Context: an optimization exercise on an open-source flow, tuned for small area and a short achievable clock period. The choices shown serve that exercise and are no tape-out recipe.
The RTL was checked by simulation tests, not by an equivalence proof against the original design.
Power and IR drop assume default switching activity.

<file path="design.v">
module procesadorVonNeumann(
	input wire clk,
	input wire reset,
	input wire wr,
	input wire [5:0] direccion,
	input wire [11:0] datoEntrante,
	output wire [11:0] datoSaliente
);
localparam NOP   = 4'd0,  LOAD = 4'd1,  STORE = 4'd2,  ADD = 4'd3;
localparam SUB   = 4'd4,  MUL  = 4'd5,  DIV   = 4'd6,  AND = 4'd7;
localparam OR    = 4'd8,  XOR  = 4'd9,  NOT   = 4'd10, JMP = 4'd11;
localparam INC   = 4'd12, DEC  = 4'd13, SHL   = 4'd14, SHR = 4'd15;
reg [11:0] acumulador;
reg [3:0]  registroInstruccion;
reg [5:0]  contador;
reg [5:0]  direccionOperando;
reg [11:0] operando1;      
reg        operandoMenor9;   
reg        operandoMenor6;   
reg        operandoMenor3;   
reg [11:0] memoria [0:63];
reg [9:0]  palabra;        
reg        recienReset;    
reg        escPend;        
reg [5:0]  escDir;
reg [11:0] escDato;
assign datoSaliente = acumulador;
wire [11:0] palabra0  = (escPend && escDir == 6'd0) ? escDato : memoria[0];
wire [9:0]  palabraM0 = {palabra0[11:8], palabra0[5:0]};
wire [9:0]  palabraPC = recienReset ? palabraM0 : palabra;
wire [5:0]  oaNext    = palabraPC[5:0];
function [11:0] leer(input [5:0] dir);
	integer i;
	begin
		leer = 12'd0;
		for (i = 0; i < 64; i = i + 1)
			leer = leer | ({12{dir == i}} & memoria[i]);
		if (escPend && escDir == dir) leer = escDato;
	end
endfunction
wire [11:0] rdOA = leer(oaNext);
wire [14:0] operando3 = 15'd3 * operando1;
wire [14:0] operando5 = 15'd5 * operando1;
wire [14:0] operando7 = 15'd7 * operando1;
wire [11:0] cociente;
function [12:0] subn(input [11:0] x, input [11:0] k);
	reg [11:0] p, g, pp, gg;
	integer i, j;
	begin
		p = x ^ ~k;
		g = x & ~k;
		gg = g; pp = p;
		gg[0] = g[0] | p[0];
		for (i = 0; i < 4; i = i + 1)
			for (j = 11; j >= (1 << i); j = j - 1) begin
				gg[j] = gg[j] | (pp[j] & gg[j - (1 << i)]);
				pp[j] = pp[j] & pp[j - (1 << i)];
			end
		subn[12] = gg[11];
		subn[0]  = ~p[0];
		for (i = 1; i < 12; i = i + 1) subn[i] = p[i] ^ gg[i-1];
	end
endfunction
wire [14:0] dk1 = 15'(operando1);
wire [14:0] dk2 = 15'({operando1, 1'd0});
wire [14:0] dk3 = 15'(operando3);
wire [14:0] dk4 = 15'({operando1, 2'd0});
wire [14:0] dk5 = 15'(operando5);
wire [14:0] dk6 = 15'({operando3, 1'd0});
wire [14:0] dk7 = 15'(operando7);
wire [2:0] dx0 = acumulador[11:9];
wire [12:0] dd0_1 = subn({9'd0, dx0}, {9'd0, dk1[2:0]});
wire ge0_1 = operandoMenor3 & ~|dk1[5:3] & dd0_1[12];
wire [12:0] dd0_2 = subn({9'd0, dx0}, {9'd0, dk2[2:0]});
wire ge0_2 = operandoMenor3 & ~|dk2[5:3] & dd0_2[12];
wire [12:0] dd0_3 = subn({9'd0, dx0}, {9'd0, dk3[2:0]});
wire ge0_3 = operandoMenor3 & ~|dk3[5:3] & dd0_3[12];
wire [12:0] dd0_4 = subn({9'd0, dx0}, {9'd0, dk4[2:0]});
wire ge0_4 = operandoMenor3 & ~|dk4[5:3] & dd0_4[12];
wire [12:0] dd0_5 = subn({9'd0, dx0}, {9'd0, dk5[2:0]});
wire ge0_5 = operandoMenor3 & ~|dk5[5:3] & dd0_5[12];
wire [12:0] dd0_6 = subn({9'd0, dx0}, {9'd0, dk6[2:0]});
wire ge0_6 = operandoMenor3 & ~|dk6[5:3] & dd0_6[12];
wire [12:0] dd0_7 = subn({9'd0, dx0}, {9'd0, dk7[2:0]});
wire ge0_7 = operandoMenor3 & ~|dk7[5:3] & dd0_7[12];
wire ds0_1 = ge0_1 & ~ge0_2;
wire ds0_2 = ge0_2 & ~ge0_3;
wire ds0_3 = ge0_3 & ~ge0_4;
wire ds0_4 = ge0_4 & ~ge0_5;
wire ds0_5 = ge0_5 & ~ge0_6;
wire ds0_6 = ge0_6 & ~ge0_7;
wire ds0_7 = ge0_7;
assign cociente[9] = ds0_1 | ds0_3 | ds0_5 | ds0_7;
assign cociente[10] = ds0_2 | ds0_3 | ds0_6 | ds0_7;
assign cociente[11] = ds0_4 | ds0_5 | ds0_6 | ds0_7;
wire [2:0] dr0 = ({3{ds0_1}} & dd0_1[2:0]) |
	({3{ds0_2}} & dd0_2[2:0]) |
	({3{ds0_3}} & dd0_3[2:0]) |
	({3{ds0_4}} & dd0_4[2:0]) |
	({3{ds0_5}} & dd0_5[2:0]) |
	({3{ds0_6}} & dd0_6[2:0]) |
	({3{ds0_7}} & dd0_7[2:0]) |
	({3{~ge0_1}} & dx0);
wire [5:0] dx1 = {dr0, acumulador[8:6]};
wire [12:0] dd1_1 = subn({6'd0, dx1}, {6'd0, dk1[5:0]});
wire ge1_1 = operandoMenor6 & ~|dk1[8:6] & dd1_1[12];
wire [12:0] dd1_2 = subn({6'd0, dx1}, {6'd0, dk2[5:0]});
wire ge1_2 = operandoMenor6 & ~|dk2[8:6] & dd1_2[12];
wire [12:0] dd1_3 = subn({6'd0, dx1}, {6'd0, dk3[5:0]});
wire ge1_3 = operandoMenor6 & ~|dk3[8:6] & dd1_3[12];
wire [12:0] dd1_4 = subn({6'd0, dx1}, {6'd0, dk4[5:0]});
wire ge1_4 = operandoMenor6 & ~|dk4[8:6] & dd1_4[12];
wire [12:0] dd1_5 = subn({6'd0, dx1}, {6'd0, dk5[5:0]});
wire ge1_5 = operandoMenor6 & ~|dk5[8:6] & dd1_5[12];
wire [12:0] dd1_6 = subn({6'd0, dx1}, {6'd0, dk6[5:0]});
wire ge1_6 = operandoMenor6 & ~|dk6[8:6] & dd1_6[12];
wire [12:0] dd1_7 = subn({6'd0, dx1}, {6'd0, dk7[5:0]});
wire ge1_7 = operandoMenor6 & ~|dk7[8:6] & dd1_7[12];
wire ds1_1 = ge1_1 & ~ge1_2;
wire ds1_2 = ge1_2 & ~ge1_3;
wire ds1_3 = ge1_3 & ~ge1_4;
wire ds1_4 = ge1_4 & ~ge1_5;
wire ds1_5 = ge1_5 & ~ge1_6;
wire ds1_6 = ge1_6 & ~ge1_7;
wire ds1_7 = ge1_7;
assign cociente[6] = ds1_1 | ds1_3 | ds1_5 | ds1_7;
assign cociente[7] = ds1_2 | ds1_3 | ds1_6 | ds1_7;
assign cociente[8] = ds1_4 | ds1_5 | ds1_6 | ds1_7;
wire [5:0] dr1 = ({6{ds1_1}} & dd1_1[5:0]) |
	({6{ds1_2}} & dd1_2[5:0]) |
	({6{ds1_3}} & dd1_3[5:0]) |
	({6{ds1_4}} & dd1_4[5:0]) |
	({6{ds1_5}} & dd1_5[5:0]) |
	({6{ds1_6}} & dd1_6[5:0]) |
	({6{ds1_7}} & dd1_7[5:0]) |
	({6{~ge1_1}} & dx1);
wire [8:0] dx2 = {dr1, acumulador[5:3]};
wire [12:0] dd2_1 = subn({3'd0, dx2}, {3'd0, dk1[8:0]});
wire ge2_1 = operandoMenor9 & ~|dk1[11:9] & dd2_1[12];
wire [12:0] dd2_2 = subn({3'd0, dx2}, {3'd0, dk2[8:0]});
wire ge2_2 = operandoMenor9 & ~|dk2[11:9] & dd2_2[12];
wire [12:0] dd2_3 = subn({3'd0, dx2}, {3'd0, dk3[8:0]});
wire ge2_3 = operandoMenor9 & ~|dk3[11:9] & dd2_3[12];
wire [12:0] dd2_4 = subn({3'd0, dx2}, {3'd0, dk4[8:0]});
wire ge2_4 = operandoMenor9 & ~|dk4[11:9] & dd2_4[12];
wire [12:0] dd2_5 = subn({3'd0, dx2}, {3'd0, dk5[8:0]});
wire ge2_5 = operandoMenor9 & ~|dk5[11:9] & dd2_5[12];
wire [12:0] dd2_6 = subn({3'd0, dx2}, {3'd0, dk6[8:0]});
wire ge2_6 = operandoMenor9 & ~|dk6[11:9] & dd2_6[12];
wire [12:0] dd2_7 = subn({3'd0, dx2}, {3'd0, dk7[8:0]});
wire ge2_7 = operandoMenor9 & ~|dk7[11:9] & dd2_7[12];
wire ds2_1 = ge2_1 & ~ge2_2;
wire ds2_2 = ge2_2 & ~ge2_3;
wire ds2_3 = ge2_3 & ~ge2_4;
wire ds2_4 = ge2_4 & ~ge2_5;
wire ds2_5 = ge2_5 & ~ge2_6;
wire ds2_6 = ge2_6 & ~ge2_7;
wire ds2_7 = ge2_7;
assign cociente[3] = ds2_1 | ds2_3 | ds2_5 | ds2_7;
assign cociente[4] = ds2_2 | ds2_3 | ds2_6 | ds2_7;
assign cociente[5] = ds2_4 | ds2_5 | ds2_6 | ds2_7;
wire [8:0] dr2 = ({9{ds2_1}} & dd2_1[8:0]) |
	({9{ds2_2}} & dd2_2[8:0]) |
	({9{ds2_3}} & dd2_3[8:0]) |
	({9{ds2_4}} & dd2_4[8:0]) |
	({9{ds2_5}} & dd2_5[8:0]) |
	({9{ds2_6}} & dd2_6[8:0]) |
	({9{ds2_7}} & dd2_7[8:0]) |
	({9{~ge2_1}} & dx2);
wire [11:0] dx3 = {dr2, acumulador[2:0]};
wire [12:0] dd3_1 = subn(dx3, dk1[11:0]);
wire ge3_1 = ~|dk1[14:12] & dd3_1[12];
wire [12:0] dd3_2 = subn(dx3, dk2[11:0]);
wire ge3_2 = ~|dk2[14:12] & dd3_2[12];
wire [12:0] dd3_3 = subn(dx3, dk3[11:0]);
wire ge3_3 = ~|dk3[14:12] & dd3_3[12];
wire [12:0] dd3_4 = subn(dx3, dk4[11:0]);
wire ge3_4 = ~|dk4[14:12] & dd3_4[12];
wire [12:0] dd3_5 = subn(dx3, dk5[11:0]);
wire ge3_5 = ~|dk5[14:12] & dd3_5[12];
wire [12:0] dd3_6 = subn(dx3, dk6[11:0]);
wire ge3_6 = ~|dk6[14:12] & dd3_6[12];
wire [12:0] dd3_7 = subn(dx3, dk7[11:0]);
wire ge3_7 = ~|dk7[14:12] & dd3_7[12];
wire ds3_1 = ge3_1 & ~ge3_2;
wire ds3_2 = ge3_2 & ~ge3_3;
wire ds3_3 = ge3_3 & ~ge3_4;
wire ds3_4 = ge3_4 & ~ge3_5;
wire ds3_5 = ge3_5 & ~ge3_6;
wire ds3_6 = ge3_6 & ~ge3_7;
wire ds3_7 = ge3_7;
assign cociente[0] = ds3_1 | ds3_3 | ds3_5 | ds3_7;
assign cociente[1] = ds3_2 | ds3_3 | ds3_6 | ds3_7;
assign cociente[2] = ds3_4 | ds3_5 | ds3_6 | ds3_7;
reg [11:0] resultado;
always @* begin
	case (registroInstruccion)
		LOAD:    resultado = operando1;
		ADD:     resultado = acumulador + operando1;
		SUB:     resultado = acumulador - operando1;
		MUL:     resultado = acumulador * operando1;
		DIV:     resultado = cociente;
		AND:     resultado = acumulador & operando1;
		OR:      resultado = acumulador | operando1;
		XOR:     resultado = acumulador ^ operando1;
		NOT:     resultado = {4'hF, ~operando1[7:0]};
		INC:     resultado = operando1 + 12'd1;
		DEC:     resultado = operando1 - 12'd1;
		SHL:     resultado = {operando1[10:0], 1'b0};
		SHR:     resultado = {1'b0, operando1[11:1]};
		default: resultado = acumulador;    
	endcase
end
wire esStore = (registroInstruccion == STORE);
wire esJmp   = (registroInstruccion == JMP);
wire [5:0] pcNext = esJmp ? operando1[5:0] : contador + 6'd1;
wire fwd     = esStore & (direccionOperando == oaNext);
wire [11:0] opNext = fwd ? acumulador : rdOA;
wire fwdPC   = esStore & (direccionOperando == pcNext);
wire [11:0] rdPC = leer(pcNext);
wire [9:0]  palabraNext = fwdPC ? {acumulador[11:8], acumulador[5:0]} : {rdPC[11:8], rdPC[5:0]};
wire portHit   = (direccion == direccionOperando);
wire portHitPC = (direccion == contador);
wire [11:0] opNew = wr ? datoEntrante : opNext;
always @(posedge clk or posedge reset) begin
	if (reset) begin
		acumulador          <= 12'd0;
		registroInstruccion <= NOP;
		contador            <= 6'd0;
		recienReset         <= 1'b1;
	end else if (!wr) begin
		acumulador          <= resultado;
		registroInstruccion <= palabraPC[9:6];
		contador            <= pcNext;
		recienReset         <= 1'b0;
	end
end
always @(posedge clk) begin
	if (escPend) memoria[escDir] <= escDato;
	if (reset) escPend <= 1'b0;
	else begin
		escPend <= wr | esStore;
		escDir  <= wr ? direccion : direccionOperando;
		escDato <= wr ? datoEntrante : acumulador;
		if (!wr) direccionOperando <= oaNext;
		if (!wr || portHit) begin
			operando1 <= opNew;
			operandoMenor9 <= (opNew[11:9] == 0);
			operandoMenor6 <= (opNew[11:6] == 0);
			operandoMenor3 <= (opNew[11:3] == 0);
		end
		if (!wr) palabra <= palabraNext;
		else if (portHitPC) palabra <= {datoEntrante[11:8], datoEntrante[5:0]};
	end
end
endmodule
</file>
<file path="flow/run.sh">
#!/bin/bash
# Own flow: the standard ORFS flow (standard.sh) with three changes.
#  - Yosys's adder extraction (extract_fa + sky130 fa/ha map) is off, so ABC
#    maps the arithmetic itself (much shorter paths through the divider).
#  - repair_timing works to a larger setup margin, so that the resizer also
#    improves paths that already meet the 23 ns clock; the SDC is unchanged.
#  - CTS builds the tree without dummy loads.
MARGIN=$(cat flow/margin.txt 2>/dev/null || echo 16)
export ADDER_MAP_FILE=
export CTS_ARGS="-sink_clustering_enable -repair_clock_nets -dont_use_dummy_load $(cat flow/cts_args.txt 2>/dev/null)"
sed -e "s/SETUP_SLACK_MARGIN=[-0-9.]*/SETUP_SLACK_MARGIN=$MARGIN/" standard.sh > flow_standard.sh
bash flow_standard.sh synth > synth.log 2>&1 || exit 1
bash flow_standard.sh finish > layout.log 2>&1 || exit 1
</file>
<file path="flow/cts_args.txt">
-sink_clustering_size 20 -sink_clustering_max_diameter 150
</file>
<file path="flow/margin.txt">
16
</file>
<file path="standard.sh">
#!/bin/bash
# synth_recipe.tcl (not shown) runs the flow's synth.tcl, then flattens the netlist and writes it again
# the make line also repeats each setting of config.mk as NAME=value (left out here)
make -C /OpenROAD-flow-scripts/flow DESIGN_CONFIG=/design/flow/config.mk WORK_HOME=/design/flow/orfs CLKGATE_MAP_FILE= SYNTH_SCRIPT=/design/flow/synth_recipe.tcl "${@:-finish}"
</file>
<file path="config.mk">
export PLATFORM = sky130hd
export DESIGN_NAME = procesadorVonNeumann
export DESIGN_NICKNAME = procesadorVonNeumann
export VERILOG_FILES = /design/flow/design.v
export SDC_FILE = /design/flow/constraint.sdc
export NUM_CORES = 4
export LEC_CHECK = 0
export CAP_MARGIN = 20
export CORE_MARGIN = 2
export CORE_UTILIZATION = 40
export PLACE_DENSITY = 0.6
export SETUP_SLACK_MARGIN = 1.0
export SLEW_MARGIN = 20
</file>
<file path="constraint.sdc">
create_clock -name core_clock -period 23.0 [get_ports {clk}]
set_input_delay 4.6000 -clock core_clock [delete_from_list [all_inputs] [get_ports {clk}]]
set_output_delay 4.6000 -clock core_clock [all_outputs]
set_load 0.01 [all_outputs]
</file>
==> summary.md, run 1 <==
| Metric | Value |
|---|---|
| Outcome | failed layout checks |
| SO Faults | max-slew violations |
| Worst R2R End | acumulador[0]$_DFFE_PP0P_ |
| Synthesized area | 47700 um2 |
| Largest net degree at the start of global routing | 69 |
| Total power per unit cell area | 131.9 nW/um2 |
| Final instance area | 56510 um2 |
| Vias | 48420 |
| Global Route Usage Sum | 0.4813 |
| Total placed instance area | 51630 um2 |
| Routed Antenna Nets | 0 |
| Worst-Margin Slew | 1.648 ns |
| DRC Markers | 0 |
| Maximum clock path buffer count | 3 |
| Chip Height | ~350 um |
| Mapped Avg Cell Area | around 11 um2 |
| Psw | 3.593 mW |
| Startpoint types | register |
| Die footprint | 122000 um2 |
| Global-route wire length before repair | 394000 um |
| Std cell rows | 126 |
| Setup Viol. Count Final | 0 |
| Critical R2R Launch | operando1[0]$_DFFE_PP_ |
| Gpl congestion | 1.103 |
| Worst endpoint required time | 23.48 ns |
| Die width | 349.3 um |
| Max-slew headroom | -0.09884 |
| TritonRoute pass-1 iters | 10 |
| R2R Setup Slk | 15.09 ns |
| HP Class | reg2reg |
| CTS tree | done |
| Final max-slew violation count | 5 |
| Clk slew on worst S/H paths | 0.10 ns |
| Root buf cell | clkbuf_16 |
| Critical Path End Type | register |
| RSZ-0062 raised after global routing | true |
| Async S/R FF share, synth | 0.02735 |
| Starting Density | 0.4035 |
| Wire per inst | between 40 and 50 um |
| Core area | 118200 um2 |
| Clock sinks | between 800 and 900 |
| Htree depth | 2 |
| Crit-path slowest cell | edfxtp_1 |
| Placed insts | 5891 |
| Yosys warns | 1 |
| Worst Setup SP | operando1[0]$_DFFE_PP_ |
| F_max | about 130 MHz |
| Worst VDD drop | 0.0002142 V |
| Min Tclk post-route | 7.911 ns |
| Final worst path period share | 0.3439 |
| CP Class | reg2reg |
| Post-synthesis net count | 4373 |
| Most used cell along the critical path | maj3_2 |
| I/O pin cnt | 33 |
| CTS Buf Count | 48 |
| Number of port buffers | 32 |
| Total grt overflow | 0 |
| Leak | 17.94 nW |
| Worst Path Max Fanout | 6 |
| Clock power share | 0.120 |
| Register area share after synthesis | 0.5268 |
| Top FF cell, synth | edfxtp_1 |
| Synthesized instance count | 4352 |
| Int Power | 3.859 mW |
| Fin Setup TNS | 0 ns |
| Switching Share | 0.4821 |
| Skew-Pair Late Insertion Delay | 0.69 ns |
| Post-synth EDFFs | 817 |
| Layout Nets | 4602 |
| Comb power frac | 0.635 |
| Detailed Place HPWL | between 150000 and 200000 um |
| Final hold vios | 0 |
| DR iter-0 viols | 9924 |
| Synth unique cells | 112 |
| Avg Vias per Cell | a little under 8 |
| Flops & latches, synth | 841 |
| Non-filler cells, final | between 6000 and 7000 |
| Flop pwr share | 0.245 |
| Area Overhead vs Synth | 18.46% |
| Tot Pwr | 7.452 mW |
| Post-Route WL | 302700 um |
| Vias in the first global route | about 43000 |
| Initial antenna violation count | 29 |
| Worst EP arrival | 8.39 ns |
| Setup crit end | acumulador[0]$_DFFE_PP0P_ |
| Worst reg-to-reg path cell count | 32 |
| Setup Skew | between 0.08 and 0.09 ns |
| Share of layout cells above drive strength 1 | 0.2009 |
| Max-Cap Viols | 1 |
| Slowest cell delay on critical path | 0.48 ns |
[cell usage in the layout, fill, tap and decap left out, types with 16 or more instances in the layout]
| cell type | instances |
|---|---|
| xnor2_1 | 262 |
| nor2_2 | 64 |
| inv_1 | 51 |
| nor2_4 | 74 |
| nor3_1 | 55 |
| a21oi_1 | 152 |
| a22oi_1 | 208 |
| clkbuf_16 | 52 |
| nand2_1 | 350 |
| o211ai_1 | 43 |
| maj3_1 | 73 |
| xor2_1 | 73 |
| a211oi_1 | 23 |
| o21ai_0 | 146 |
| diode_2 | 31 |
| nor2_1 | 253 |
| nand4_1 | 110 |
| buf_6 | 22 |
| a22o_1 | 259 |
| a31oi_1 | 21 |
| and2_1 | 16 |
| edfxtp_1 | 817 |
| mux2i_1 | 18 |
| nor2b_1 | 28 |
| o22ai_1 | 25 |
| o221ai_1 | 22 |
| dfrtp_1 | 19 |
| a221oi_1 | 262 |
| nand2b_1 | 32 |
| buf_4 | 371 |
| clkdlybuf4s50_1 | 31 |
| nand3_1 | 103 |
[kinds of logic after synthesis]
group / count (synthesis) / synth area share
adders and majority gates: 88 / 0.01870
DFF: 841 / 0.5268
buffers and inverters: 343 / 0.02830
muxes: 33 / 0.007291
AOI/OAI and AO/OA: 1461 / 0.2343
xor gates and xnor gates: 349 / 0.06408
and+or+nand+nor: 1237 / 0.1205
[worst min path at each step]
stage	slack, ns	from	depth (start not counted)	endpoint
finish	0.59	contador[5]$_DFFE_PP0N_	2	contador[5]$_DFFE_PP0N_
global placement	0.52	palabra[8]$_DFFE_PP_	2	registroInstruccion[2]$_DFFE_PP0N_
global route	0.60	contador[5]$_DFFE_PP0N_	2	contador[5]$_DFFE_PP0N_
detailed placement	0.56	contador[5]$_DFFE_PP0N_	2	contador[5]$_DFFE_PP0N_
floorplan	0.50	palabra[8]$_DFFE_PP_	2	registroInstruccion[2]$_DFFE_PP0N_
CTS	0.59	contador[5]$_DFFE_PP0N_	2	contador[5]$_DFFE_PP0N_
[worst max-delay path, delay by kind of cell (launching register included)]
kind	cells	cell delay, ns
compound gates	14	3.40
fa+ha+maj	5	1.58
buf+inv	6	0.94
flops	1	0.48
simple gates	7	1.33
[flip-flops by register name, summed over array words and instances (netlist names)]
name / count
operando1: 12
escPend: 1
operandoMenor9: 1
direccionOperando: 6
contador: 6
palabra: 10
memoria: 768
registroInstruccion: 4
escDir: 6
acumulador: 12
escDato: 12
recienReset: 1
operandoMenor6: 1
operandoMenor3: 1
[Yosys cell counts, drive strengths merged (22+ instances only)]
master | count | area, um2
nand2b | 37 | 231.5
inv | 57 | 214.0
o22ai | 29 | 187.7
nand2 | 360 | 1351
nor3 | 66 | 346.6
xor2 | 73 | 639.4
a221oi | 271 | 2374
o21ai | 168 | 844.6
o211ai | 43 | 322.8
a31oi | 31 | 193.9
dfrtp | 22 | 550.5
xnor2 | 276 | 2417
buf | 74 | 339.1
and2 | 23 | 143.9
a211oi | 43 | 350.3
edfxtp | 817 | 24530
o221ai | 25 | 219.0
nand4 | 110 | 688.2
a22o | 262 | 2295
clkbuf | 209 | 785.8
maj3 | 88 | 892.1
nand3 | 110 | 550.5
nor4 | 23 | 150.1
nor2b | 32 | 200.2
a21oi | 170 | 877.1
a22oi | 212 | 1597
nor2 | 391 | 1470
[timing repair]
item	in CTS	in global routing
buffers inserted	118	40
pin swaps	88	57
hold buffers	0	0
resized for setup	264	107
endpoints found under the setup margin	14	6
gates cloned	8	5
[per-layer routing]
layer / wire, um / global-route usage / vias to the layer above
li1: - / - / 17820
met3: 47930 / 0.2456 / 1863
met4: 34790 / 0.3974 / 24
met1: 99620 / 0.5441 / 23350
met2: 119900 / 0.6710 / 5364
met5: 463 / 0.03964 / -
[layout make-up]
class	instances	area (um2)
Antenna cell	31	77.57
Clock buffer	48	1201
Inverter	60	239.0
Multi-Input combinational cell	3169	23790
Tap cell	1536	1922
Fill cell	10660	61730
Sequential cell	841	25140
Timing Repair Buffer	461	4150
[power by group through the flow]
stage,logic (mW),registers (mW),clock network [mW]
floorplan,2.53,1.87,0
global route,4.88,1.83,0.920
global placement,3.94,1.85,0
CTS,4.32,1.82,0.873
detailed placement,3.93,1.85,0
finish,4.73,1.83,0.894
[through the flow]
step           setup slack (ns)  hold WS (ns)  utilization
3_3_place_gp              13.04        0.5237       0.4363
5_1_grt                   14.77        0.5982       0.4774
6_report                  15.09        0.5868       0.4780
2_1_floorplan             15.72        0.5042            -
3_5_place_dp              13.04        0.5629       0.4367
4_1_cts                   15.27        0.5852       0.4677
==> inputs of run 2 (changes only) <==
==> flow/margin.txt (replaced) <==
15
==> summary.md, run 2 <==
| Metric | Value |
|---|---|
| Register area share after synthesis | 0.5268 (unchanged) |
| Flops & latches, synth | 841 (unchanged) |
| Startpoint types | register |
| Min Tclk post-route | 8.113 ns (+0.2022 ns) |
| Worst EP arrival | 8.60 ns (+0.21 ns) |
| Synth cell count leaders | edfxtp_1 (817), nor2_1 (390), nand2_1 (360) |
| CTS Buf Count | 48 (unchanged) |
| Mapped Avg Cell Area | 10.96 um2 (unchanged) |
| Skew-Pair Late Insertion Delay | 0.72 ns (+0.03 ns) |
| Synthesized instance count | 4352 (unchanged) |
| Avg Vias per Cell | 8.038 (+2.0%) |
| Layout Nets | 4589 (-0.28%) |
| Max-slew headroom | 0.09834 (+0.1972) |
| Total grt overflow | 0 (unchanged) |
| I/O pin cnt | 33 (unchanged) |
| Worst endpoint required time | 23.48 ns (about the same) |
| Chip Height | 349.3 um (unchanged) |
| Maximum clock path buffer count | 3 (unchanged) |
| Tot Pwr | 7.380 mW (-0.97%) |
| DRC Markers | 0 (unchanged) |
| Core area | 118200 um2 (unchanged) |
| Met1 Use GR | 0.6250 (+0.08084) |
| Std cell rows | 126 (unchanged) |
| Slowest cell delay on critical path | 0.49 ns (about the same) |
| Global Route Usage Sum | 0.4944 (+0.01313) |
| CTS tree | done |
| Htree depth | 2 (unchanged) |
| Worst-Margin Slew | 1.349 ns (-0.2990 ns) |
| Met3 Resource Use GR | 0.2770 (+0.03141) |
| Wire per inst | 50.73 um (+3.0%) |
| Worst VDD drop | 0.0002141 V (about the same) |
| Share of layout cells above drive strength 1 | 0.1864 (-0.01454) |
| Max reg flops | 768 (unchanged) |
| Most frequent cells in the layout | edfxtp_1 (817), buf_4 (366), nand2_1 (351) |
| Setup Skew | 0.08838 ns (-0.001099 ns) |
| R2R Setup Slk | 14.89 ns (-0.20 ns) |
| Final max-slew violation count | 0 (-5) |
| Most used cell along the critical path | maj3_2 |
| Starting Density | 0.4035 (unchanged) |
| Post-synth EDFFs | 817 (unchanged) |
| Post-synth top area share | 0.5143 (unchanged) |
| Fin Setup TNS | 0 ns (unchanged) |
| Most common cell in the netlist | edfxtp_1 |
| Worst Path Max Fanout | 7 (+1) |
| Clk slew on worst S/H paths | 0.11 ns (about the same) |
| Root buf cell | clkbuf_16 |
| Async S/R FF share, synth | 0.02735 (unchanged) |
| Routed Antenna Nets | 0 (unchanged) |
| Crit-path slowest cell | a221o_2 |
| Largest net degree at the start of global routing | 68 (-1.4%) |
| Detailed Place HPWL | 206700 um (+6.9%) |
| Top FF cell, synth | edfxtp_1 |
| RSZ-0062 raised after global routing | true |
| Hold buffers post-CTS | 0 (unchanged) |
| Area contributors post-synth | edfxtp_1 (51%), xnor2_1 (5.1%), a221oi_1 (5.0%) |
| Clock sinks | 841 (unchanged) |
| GRT Max-Usage Layer | met2 |
| Cell taking the most area after synthesis | edfxtp_1 |
| Vias | 49450 (+2.1%) |
| Synthesized area | 47700 um2 (unchanged) |
| F_max | 123.3 MHz (-2.5%) |
| Leak | 17.74 nW (-1.1%) |
| Die width | 349.3 um (unchanged) |
| TritonRoute pass-1 iters | 10 (unchanged) |
| Most flop-heavy register | memoria |
| Gpl congestion | 1.090 (-1.2%) |
| Area Overhead vs Synth | 17.52% |
| Critical Path End Type | register |
| DR iter-0 viols | 10920 (+10%) |
| Final worst path period share | 0.3527 (+0.008791) |
| Total power per unit cell area | 131.6 nW/um2 (-0.17%) |
| Global-route wire length before repair | 401800 um (+2.0%) |
| Number of port buffers | 32 (unchanged) |
| Outcome | complete, no violations |
| Initial antenna violation count | 39 (+34%) |
| Max-Cap Viols | 0 (-1) |
| Setup Viol. Count Final | 0 (unchanged) |
| Commonest non-fill, non-tap cell in the layout | edfxtp_1 |
| HP Class | reg2reg |
| Post-Route WL | 312100 um (+3.1%) |
| Die footprint | 122000 um2 (unchanged) |
| Final hold vios | 0 (unchanged) |
| Yosys warns | 1 (unchanged) |
| Post-synthesis net count | 4373 (unchanged) |
| Vias in the first global route | 42640 (-0.57%) |
| Met2 usage | 0.6429 (-0.02810) |
| CP Class | reg2reg |
| Synth unique cells | 112 (unchanged) |
[run 2: worst paths after layout]
path                                        start                                 end  cells after the start
min reg2reg                  palabra[9]$_DFFE_PP_  registroInstruccion[3]$_DFFE_PP0N_                      2
min                          palabra[9]$_DFFE_PP_  registroInstruccion[3]$_DFFE_PP0N_                      2
max                        operando1[1]$_DFFE_PP_           acumulador[0]$_DFFE_PP0P_                     29
min in group asynchronous                   reset  registroInstruccion[0]$_DFFE_PP0N_                      2
max in group asynchronous                   reset           acumulador[0]$_DFFE_PP0P_                      3
max reg2reg                operando1[1]$_DFFE_PP_           acumulador[0]$_DFFE_PP0P_                     29
[run 2: area by class of cell]
cell class / instances / area [um2]
Clock buffer: 48 / 1201
Fill cell: 10890 / 62180
Tap cell: 1536 / 1922
Antenna cell: 50 / 125.1
Sequential cell: 841 / 25130
Multi-Input combinational cell: 3168 / 23370
Timing Repair Buffer: 449 / 4066
Inverter: 60 / 251.5
[run 2: what timing repair did]
item | 4_1_cts | 5_1_grt
pin swaps | 39 | 79
setup buffers | 65 | 75
resized for setup | 172 | 138
cloned | 6 | 6
endpoints found under the setup margin | 5 | 5
[run 2: kinds of logic after synthesis]
logic type,Yosys count,share of synthesized area
xor gates and xnor gates,349,0.06408
buffers and inverters,343,0.02830
DFF,841,0.5268
adders and majority gates,88,0.01870
AOI/OAI and AO/OA,1461,0.2343
muxes,33,0.007291
and+or+nand+nor,1237,0.1205
[run 2: routing by layer]
metal | routed length, um | share of wire
met5 | 1469 | 0.0047
met4 | 25960 | 0.083
met3 | 55570 | 0.18
met2 | 116900 | 0.37
met1 | 112200 | 0.36
[run 2: metrics by stage]
step / utilization / cell area (um2) / hold WS [ns] / setup slack (ns) / cells
floorplan: - / 47700 / 0.5042 / 15.55 / 4352
global placement: 0.4355 / 51490 / 0.5269 / 13.10 / 5893
detailed placement: 0.4358 / 51530 / 0.5362 / 12.97 / 5894
CTS: 0.4594 / 54320 / 0.5605 / 14.98 / 6013
global route: 0.4732 / 55950 / 0.6064 / 14.70 / 6109
finish: 0.4741 / 56060 / 0.5612 / 14.89 / 6152
[run 2: where the power goes]
group / switching, mW / internal (mW)
logic: 3.04 / 1.63
registers: 0.0340 / 1.78
clock network: 0.528 / 0.371
total: 3.61 / 3.77
[run 2: critical path, delay by kind of cell, from the launching register on]
kind / cells / cell delay, ns
fa+ha+maj: 5 / 1.57
buf+inv: 3 / 0.47
compound gates: 12 / 3.31
simple gates: 9 / 2.12
flops: 1 / 0.47

## separate check: timing with driven ports
Ports are ideal in the flow. The routed layouts listed here were re-timed in OpenROAD. Step 1 (the two cells are an assumption about what drives the block):
set clk [get_ports {clk}]
set_driving_cell -lib_cell sky130_fd_sc_hd__clkbuf_16 $clk
set_driving_cell -lib_cell sky130_fd_sc_hd__buf_2 [delete_from_list [all_inputs] $clk]
Step 2, shift: input delay + t, output delay - t, t = (earliest + latest rising clock arrival at the registers) / 2. This alone moves slack from input paths to output paths. a / b / c = ideal ports / drivers / drivers and shift; a / b = the first two.
run	t, ns	setup slack, ns	clock arrival spread, ns	slew at the worst register clock pin (ns)	worst slew at a driven data input, ns
run 1	0.729	15.089 / 15.089 / 15.089	0.091 / 0.091	0.11 / 0.11	0.09
run 2	0.735	14.887 / 14.887 / 14.887	0.113 / 0.113	0.11 / 0.11	0.12
